This design comes from an exercise in tuning for small area and a short achievable clock period on the open sky130 flow, not from production work. In this exercise RTL edits were held to simulation tests only and were not proved equivalent to the original. No activity file was given, so power comes from the tool's default toggle rates.

==> wip/sierra <==
Design cu_top, start of the top module:
module cu_top 	#(parameter RF_DATASIZE=16, ADDRESS_WIDTH=4, SIGNAL_WIDTH=3)
		(
			input wire clk, reset, stall,
			input wire  ps_cu_trunc, ps_cu_float, 
			input wire ps_mul_en,ps_mul_otreg,
			input wire[3:0] ps_mul_dtsts,
			input wire[1:0] ps_mul_cls, ps_mul_sc,
			output wire mul_ps_mv, mul_ps_mn, mul_ps_mu, mul_ps_mi,
			input wire[(SIGNAL_WIDTH-1):0]ps_xb_w_cuEn,
			input wire ps_xb_w_bcEn,
			input wire[(ADDRESS_WIDTH-1):0] ps_xb_raddx, ps_xb_raddy, ps_xb_wadd,
			input wire [RF_DATASIZE-1:0] bc_dt,
			output wire [RF_DATASIZE-1:0] xb_dtx,	
			input wire ps_shf_en,
			input wire [1:0] ps_shf_cls,
			output wire shf_ps_sv, shf_ps_sz,
			input wire ps_alu_en,
			input wire [1:0]ps_alu_hc, ps_alu_sc2,
			input wire [2:0]ps_alu_sc1,
			input wire ps_alu_sat, ps_alu_ci, 
			output wire alu_ps_az, alu_ps_an, alu_ps_ac, alu_ps_av, alu_ps_au, alu_ps_as, alu_ps_ai,
			output wire alu_ps_compd
		);
	wire [RF_DATASIZE-1:0] xb_dty;
	wire xb_rf_w_En;
	wire [RF_DATASIZE-1:0] xb_rf_dt, alu_xb_dt, shf_xb_dt, mul_xb_dt, rf_xb_dtx, rf_xb_dty;
	crossbar #(.DATA_WIDTH(RF_DATASIZE), .ADDRESS_WIDTH(ADDRESS_WIDTH), .SIGNAL_WIDTH(SIGNAL_WIDTH)) xb_obj
		(	clk, stall,
			ps_xb_w_cuEn, ps_xb_w_bcEn,
			ps_xb_wadd, ps_xb_raddx, ps_xb_raddy,
			bc_dt, alu_xb_dt, shf_xb_dt, mul_xb_dt, rf_xb_dtx, rf_xb_dty,
			xb_dtx, xb_dty, 
  ...
==> flow/config.mk <==
export PLATFORM = sky130hd
export DESIGN_NAME = cu_top
export DESIGN_NICKNAME = cu_top
export VERILOG_FILES = /design/flow/design.v
export SDC_FILE = /design/flow/constraint.sdc
export NUM_CORES = 4
export LEC_CHECK = 0
export CAP_MARGIN = 60
export CORE_MARGIN = 2
export CORE_UTILIZATION = 35
export PLACE_DENSITY = 0.55
export SLEW_MARGIN = 60
==> flow/constraint.sdc <==
create_clock -name core_clock -period 28.0 [get_ports {clk}]
set_input_delay 5.6000 -clock core_clock [delete_from_list [all_inputs] [get_ports {clk}]]
set_output_delay 5.6000 -clock core_clock [all_outputs]
set_load 0.01 [all_outputs]
run.sh (not shown) runs the stock make flow with config.mk's settings and CLKGATE_MAP_FILE= SYNTH_SCRIPT=/design/flow/synth_recipe.tcl, a recipe that flattens the netlist after the stock synthesis.
==> inputs of wip/amber, as changes to wip/sierra <==
--- a/flow/config.mk
+++ b/flow/config.mk
@@ -7,3 +7,3 @@
 export LEC_CHECK = 0
-export CAP_MARGIN = 60
+export CAP_MARGIN = 20
 export CORE_MARGIN = 2
@@ -11,2 +11,2 @@
 export PLACE_DENSITY = 0.55
-export SLEW_MARGIN = 60
+export SLEW_MARGIN = 20
==> impl_metrics.env <==
export IMPL_layout_nonclk_buf_share_pct=4.042
export IMPL_outcome="no timing/DRC/antenna violations"
export IMPL_final_common_cell="nor2_1"
export IMPL_worstMarginPinSlew_ns=1.207
export IMPL_multi_input_area_share_pct=64.90
export IMPL_p_per_area_nw_per_um2=147.9
export IMPL_fin_util_pct=38.59
export IMPL_seq_power_share_pct=12.6
export IMPL_viasPerCell=6.429
export IMPL_slowest_delay_ns=0.93
Source of the figures above: wip/amber

==> impl_metrics.env <==
export IMPL_worstMarginPinSlew_ns=0.6654
export IMPL_layout_nonclk_buf_share_pct=4.555
export IMPL_slowest_delay_ns=0.55
export IMPL_p_per_area_nw_per_um2=146.8
export IMPL_outcome="no timing/DRC/antenna violations"
export IMPL_grtUsageTotal_pct=32.96
export IMPL_viasPerCell=6.424
export IMPL_critPathMaxFanout=24
export IMPL_initial_core_util_pct=35.13
export IMPL_drc=0
export IMPL_multi_input_area_share_pct=65.06
export IMPL_fmax_ghz=0.05938
export IMPL_seq_power_share_pct=12.4
export IMPL_final_common_cell="nand2_1"
Source of the figures above: wip/sierra


========
==> inputs of trial 44 <==
Another version of the RTL of cu_top (not shown whole).
Settings: LEC_CHECK=0, CAP_MARGIN=60, CORE_MARGIN=2, CORE_UTILIZATION=35, PLACE_DENSITY=0.55, SLEW_MARGIN=60; clock period 28.0 ns.
==> trial 77: changes against trial 44 <==
CAP_MARGIN = 20   (was 60)
SLEW_MARGIN = 20   (was 60)
==> comparison <==
Trial 77 ran to the end with no violations. Trial 44 finished clean. Between trial 44 and trial 77, the lower final cell count is in trial 77 (gap about 0.4%, measured against trial 77). Die area is the same in trial 44 and trial 77. Between trial 44 and trial 77, the lower clock power is in trial 77 (gap about 4%, measured against trial 77). In trial 77 the non-clock buffer count is lower than in trial 44, by 39.
==> figures <==
Run status: trial 77 complete, no violations; trial 44 complete, no violations
Total Power: trial 77 10.8 mW; trial 44 11.0 mW
DR vias: trial 77 66300; trial 44 66700
Startpoint of the most critical hold path: trial 77 mul_obj.my[10]; trial 44 mul_obj.Ry16_latched[8]
Number of buffers and inverters on the critical path: trial 77 6; trial 44 3
Critical path depth in cells: trial 77 53; trial 44 15
End point of the critical path: trial 77 mul_obj.P[30]; trial 44 mul_ps_mv
Final critical-path share of the clock period: trial 77 0.623; trial 44 0.596
Worst hold slack across all endpoints: trial 77 470 ps; trial 44 476 ps
Number of cells after detailed placement: trial 77 9970; trial 44 10000

afterwards: timing with drivers on the ports:
The results above use ideal ports. As a check the final layouts listed here were re-extracted and re-timed, cells and wires unchanged.
Step 1 sets driving cells, clkbuf_16 on the clock port and buf_2 on the other inputs (assumed; they add their load-dependent delay and slew).
Step 2, shift: input delay + t, output delay - t, t = (earliest + latest rising clock arrival at the registers) / 2. This alone moves slack from input paths to output paths.
Three values: ideal ports, drivers, drivers and shift; two values: the first two.
| run | t (ns) | slack for setup (ns) | worst data-port slew with drivers (ns) | cell pins on the clock port's net |
|---|---|---|---|---|
| wip/sierra | 0.785 | 11.158 / 11.218 / 10.433 | 0.05 | 1 |
| wip/amber | 0.779 | 9.825 / 9.825 / 9.650 | 0.05 | 1 |
| trial 44 | 0.779 | 11.299 / 11.274 / 10.836 | 0.05 | 1 |
| trial 77 | 0.781 | 10.545 / 10.545 / 10.178 | 0.05 | 1 |
After both steps setup and hold are still met in every run listed. For wip/sierra, which loses most, drivers alone change the setup slack by +0.060 ns; drivers and shift together by -0.725 ns.
